What follows belongs to an exercise in optimizing a design on an open flow for small area; a production flow would make more cautious choices. The RTL was checked by simulation tests, not by an equivalence proof against the original design. Power figures rest on the tool's default switching activity, not on a simulated workload.

==> run R <==
==> flow/design.v (excerpt) <==
module vlt (
    input clock
  , input reset
  , input important
  , input [8:0] opcode
  , input [9:0] start_ts
  , input [9:0] end_ts
  , input [11:0] prev_vbits
  , output [3:0] iq_shift1
  , output [3:0] iq_shift2
  , output iq_shift1_v
  , output iq_shift2_v
  , output [17:0] iq_vbits
  , output [3:0] rob_shift1
  , output [3:0] rob_shift2
  , output rob_shift1_v
  , output rob_shift2_v
  , output [17:0] rob_vbits
  , output [3:0] lq_shift1
  , output [3:0] lq_shift2
  , output lq_shift1_v
  , output lq_shift2_v
  , output [17:0] lq_vbits
  , output [3:0] sq_shift1
  , output [3:0] sq_shift2
  , output sq_shift1_v
  , output sq_shift2_v
  , output [17:0] sq_vbits
  , output [3:0] instbuff_shift1
  , output [3:0] instbuff_shift2
  , output instbuff_shift1_v
  , output instbuff_shift2_v
  , output [17:0] instbuff_vbits
  , input [11:0] total_qvbits0
  , input [11:0] total_qvbits1
  , input [11:0] total_qvbits2
  , input [11:0] total_qvbits3
  , input [9:0] rf_vbits_adj
  , input rf_vbits_adj_mode
  , input [11:0] total_sq_vbits
  , input [31:0] rf_live_vector
  , input [31:0] rf_kill_vector
  , output [19:0] total_svf
  , output [9:0] counter_iq
  , output [9:0] counter_rob
  , output [9:0] counter_lq
  , output [9:0] counter_sq
  , output [9:0] counter_instbuff
  );
clock: 9.0 ns
lec_check: 0
abc_area: 1
cap_margin: 20
core_margin: 2
core_utilization: 40
cts_cluster_size: 25
place_density: 0.6
slew_margin: 20
synth_hierarchical: 1
synth_minimum_keep_size: 0
standard.sh (not shown) runs the stock make flow with config.mk's settings and CLKGATE_MAP_FILE= SYNTH_SCRIPT=/design/flow/synth_recipe.tcl, a recipe that flattens the netlist after the stock synthesis.
==> flow/flow/run.sh <==
#!/bin/bash
# Own layout flow: the standard synthesis (standard.sh, unchanged), then the
# combinational cells between the standard synthesis's registers and adder cells are
# re-mapped by ABC for area (remap.tcl), then the standard layout steps.
# Port buffers use sky130_fd_sc_hd__buf_1.
# Logs: synth.log (standard synthesis), remap.log (yosys/ABC re-map), standard.log (the
# layout steps); each ORFS step also keeps its own log under orfs/logs/.
set -euo pipefail
HERE=$(pwd)
R=$HERE/orfs/results/sky130hd/vlt/base
export BUFFER_PORTS_ARGS="-buffer_cell sky130_fd_sc_hd__buf_1"
bash standard.sh $R/1_2_yosys.v > synth.log 2>&1
cp $R/1_2_yosys.v std_1_2_yosys.v
YOSYS=$FLOW_HOME/../tools/install/yosys/bin/yosys
[ -x "$YOSYS" ] || YOSYS=yosys
LIB=$FLOW_HOME/platforms/sky130hd/lib/sky130_fd_sc_hd__tt_025C_1v80.lib
DU=$(grep -o -- "-dont_use [^ ]*" $HERE/orfs/logs/sky130hd/vlt/base/1_2_yosys.log | sort -u | tr '\n' ' ')
printf 'strash\ndch -f\nmap -a\namap\ntopo\nbuffer -c\nupsize -c\ndnsize -c\n' > area.abc
cat > remap.ys <<Y
read_liberty -ignore_miss_func $LIB
read_verilog std_1_2_yosys.v
hierarchy -top $FLOW_TOP
select -module $FLOW_TOP -list
Y
KEEP=$(grep -o "sky130_fd_sc_hd__[a-z0-9_]*" std_1_2_yosys.v | sort -u | grep -E "__(fa|ha|df|sdf|edf|dl|conb)" | tr '\n' ' ')
cat > remap.ys <<Y
read_liberty -ignore_miss_func $LIB
read_verilog std_1_2_yosys.v
hierarchy -top $FLOW_TOP
setattr -mod -set keep_hierarchy 1 $KEEP
flatten
blackbox $KEEP
delete t:\$scopeinfo
opt_clean -purge
tee -o remap_before.txt stat -liberty $LIB
abc -script area.abc -liberty $LIB $DU -constr $HERE/orfs/objects/sky130hd/vlt/base/abc.constr -D 9000
opt_clean -purge
splitnets
opt_clean -purge
hilomap -singleton -hicell sky130_fd_sc_hd__conb_1 HI -locell sky130_fd_sc_hd__conb_1 LO
insbuf -buf sky130_fd_sc_hd__buf_4 A X
opt_clean -purge
tee -o remap_after.txt stat -liberty $LIB
write_verilog -noattr -nohex -nodec -noexpr remap_1_2_yosys.v
Y
$YOSYS -l remap.log -q remap.ys > /dev/null 2>&1
grep -q "^module $FLOW_TOP" remap_1_2_yosys.v
cp remap_1_2_yosys.v $R/1_2_yosys.v
touch $R/1_2_yosys.v
bash standard.sh > standard.log 2>&1
==> run Z (differences from run R) <==
CORE_UTILIZATION = 55   (was 40)
CTS_CLUSTER_SIZE = not set   (was 25)
PLACE_DENSITY = 0.7   (was 0.6)
==> qor summary <==
|  | run R | run Z |
|---|---|---|
| Setup crit start kind | register | input port |
| Share of power burned in the clock network | 11.7% | 11.6% |
| Portion of total power attributed to sequential cells | 17.8% | 16.9% |
| Via total after detailed routing | 9900 | 10300 |
| Count of filler cells inserted in the layout | 2960 | 1952 |
| Total wirelength of the detailed-routed design | 35600 µm | 35800 µm |
| Slack of the worst reg-to-reg path | 1.38 ns | 1.48 ns |
| Origin of the worst min-delay path | cnt[0] | live[21] |
| Crit end category | output pin | register |
| First DRT Iteration DRCs | 1031 | 833 |
| FP Rows | 63 | 53 |
| Part of the power in combinational logic | 70.5% | 71.4% |
| Power Total | 3.43 mW | 3.57 mW |
| Post-route core utilization | 45.0% | 62.2% |
| Outcome | no timing/DRC/antenna violations | no timing/DRC/antenna violations |


==> v33 <==
vlt, a different RTL version from the one above (not shown whole).
clock: 9.0 ns
lec_check: 0
abc_area: 1
cap_margin: 20
core_margin: 2
core_utilization: 40
place_density: 0.6
slew_margin: 20
synth_hierarchical: 1
synth_minimum_keep_size: 0
==> flow/flow/run.sh <==
#!/bin/bash
# Own layout flow: the standard synthesis (standard.sh, unchanged), then the
# combinational cells between the standard synthesis's registers and adder cells are
# re-mapped by ABC for area (remap.tcl), then the standard layout steps.
# Port buffers use sky130_fd_sc_hd__buf_1. Timing-driven global placement only uses the
# resizer virtually (GPL_KEEP_OVERFLOW=0): its buffers and resizes are not kept; the later
# standard repair steps fix timing.
# Logs: synth.log (standard synthesis), remap.log (yosys/ABC re-map), standard.log (the
# layout steps); each ORFS step also keeps its own log under orfs/logs/.
set -euo pipefail
HERE=$(pwd)
R=$HERE/orfs/results/sky130hd/vlt/base
export BUFFER_PORTS_ARGS="-buffer_cell sky130_fd_sc_hd__buf_1"
export GPL_KEEP_OVERFLOW=0
bash standard.sh $R/1_2_yosys.v > synth.log 2>&1
cp $R/1_2_yosys.v std_1_2_yosys.v
YOSYS=$FLOW_HOME/../tools/install/yosys/bin/yosys
[ -x "$YOSYS" ] || YOSYS=yosys
LIB=$FLOW_HOME/platforms/sky130hd/lib/sky130_fd_sc_hd__tt_025C_1v80.lib
DU=$(grep -o -- "-dont_use [^ ]*" $HERE/orfs/logs/sky130hd/vlt/base/1_2_yosys.log | sort -u | tr '\n' ' ')
printf 'strash\ndch -f\nmap -a\namap\ntopo\nbuffer -c\nupsize -c\ndnsize -c\n' > area.abc
cat > remap.ys <<Y
read_liberty -ignore_miss_func $LIB
read_verilog std_1_2_yosys.v
hierarchy -top $FLOW_TOP
select -module $FLOW_TOP -list
Y
KEEP=$(grep -o "sky130_fd_sc_hd__[a-z0-9_]*" std_1_2_yosys.v | sort -u | grep -E "__(fa|ha|df|sdf|edf|dl|conb)" | tr '\n' ' ')
cat > remap.ys <<Y
read_liberty -ignore_miss_func $LIB
read_verilog std_1_2_yosys.v
hierarchy -top $FLOW_TOP
setattr -mod -set keep_hierarchy 1 $KEEP
flatten
blackbox $KEEP
delete t:\$scopeinfo
opt_clean -purge
tee -o remap_before.txt stat -liberty $LIB
abc -script area.abc -liberty $LIB $DU -constr $HERE/orfs/objects/sky130hd/vlt/base/abc.constr -D 9000
opt_clean -purge
splitnets
opt_clean -purge
hilomap -singleton -hicell sky130_fd_sc_hd__conb_1 HI -locell sky130_fd_sc_hd__conb_1 LO
insbuf -buf sky130_fd_sc_hd__buf_4 A X
opt_clean -purge
tee -o remap_after.txt stat -liberty $LIB
write_verilog -noattr -nohex -nodec -noexpr remap_1_2_yosys.v
Y
$YOSYS -l remap.log -q remap.ys > /dev/null 2>&1
grep -q "^module $FLOW_TOP" remap_1_2_yosys.v
cp remap_1_2_yosys.v $R/1_2_yosys.v
touch $R/1_2_yosys.v
bash standard.sh > standard.log 2>&1
==> v32: changes against v33 <==
==> flow/run.sh (new file) <==
#!/bin/bash
# synth_recipe.tcl (not shown) runs the flow's synth.tcl, then flattens the netlist and writes it again
# the make line also repeats each setting of config.mk as NAME=value (left out here)
make -C /OpenROAD-flow-scripts/flow DESIGN_CONFIG=/design/flow/config.mk WORK_HOME=/design/flow/orfs CLKGATE_MAP_FILE= SYNTH_SCRIPT=/design/flow/synth_recipe.tcl finish
removed: flow/flow/run.sh
removed: flow/standard.sh
==> v13: changes against v33 <==
--- a/flow/flow/run.sh
+++ b/flow/flow/run.sh
@@ -2,16 +2,13 @@
 # Own layout flow: the standard synthesis (standard.sh, unchanged), then the
 # combinational cells between the standard synthesis's registers and adder cells are
 # re-mapped by ABC for area (remap.tcl), then the standard layout steps.
-# Port buffers use sky130_fd_sc_hd__buf_1. Timing-driven global placement only uses the
-# resizer virtually (GPL_KEEP_OVERFLOW=0): its buffers and resizes are not kept; the later
-# standard repair steps fix timing.
+# Port buffers use sky130_fd_sc_hd__buf_1.
 # Logs: synth.log (standard synthesis), remap.log (yosys/ABC re-map), standard.log (the
 # layout steps); each ORFS step also keeps its own log under orfs/logs/.
 set -euo pipefail
 HERE=$(pwd)
 R=$HERE/orfs/results/sky130hd/vlt/base
 export BUFFER_PORTS_ARGS="-buffer_cell sky130_fd_sc_hd__buf_1"
-export GPL_KEEP_OVERFLOW=0
 bash standard.sh $R/1_2_yosys.v > synth.log 2>&1
 cp $R/1_2_yosys.v std_1_2_yosys.v
 YOSYS=$FLOW_HOME/../tools/install/yosys/bin/yosys
==> impl_metrics.ini <==
[cells_and_area]
n_antenna_cell = 1
final_common_cell = clkdlybuf4s50_1

[sta]
setup_slack_ns = 0.263

[outcome]
status = finished clean

[route]
met2_length_um = 19000

[clock_network]
clk_latency_ns = 0.37

[power_and_ir_drop]
clock_power_uw = 412
the above is filed under v32

==> impl_metrics.ini <==
[outcome]
status = finished clean

[power_and_ir_drop]
clock_power_uw = 387

[sta]
setup_violations = 0
setup_slack_ns = 0.242

[route]
met2_length_um = 16800
the above is filed under v13

==> impl_metrics.ini <==
[route]
met2_length_um = 16300
postRouteAntennaNets = 0

[cells_and_area]
n_antenna_cell = 0
nFlopsAndLatches = 98
largest_reg_flops = 32

[outcome]
status = finished clean

[power_and_ir_drop]
power_mw = 3.68
clock_power_uw = 399

[clock_network]
clk_latency_ns = 0.36
the above is filed under v33

## port drivers added, routing unchanged
The flow's constraints put no driver on any port. The routed layouts listed below were extracted and timed again, unchanged, in two steps.
Step 1, drivers: a clkbuf_16 drives clock and a buf_2 each remaining input, both assumed.
Step 2 moves the port delays by t, midway between the first and last clock arrival at a register: inputs arrive t later, outputs are due t later. That takes back most of the time a late clock gives input paths.
Slacks: no drivers / after step 1 / after step 2; pairs: no drivers / after step 1.
run	t, ns	setup slack, ns	worst setup path at the end	latest minus earliest clock arrival (ns)	pins driven straight from the clock port
run R	0.396	0.204 / 0.159 / -0.127	input to register	0.014 / 0.014	1
run Z	0.398	0.227 / 0.223 / -0.145	input to register	0.016 / 0.017	1
v33	0.393	0.249 / 0.202 / -0.085	input to register	0.021 / 0.021	1
v32	0.412	0.263 / 0.213 / -0.120	input to register	0.014 / 0.014	1
v13	0.399	0.242 / 0.269 / -0.130	input to register	0.012 / 0.013	1
With both steps, setup timing fails in every run listed, where it was met with ideal ports. The setup slack of v32, which loses most, moves by -0.050 ns with the drivers and by -0.383 ns with both steps.
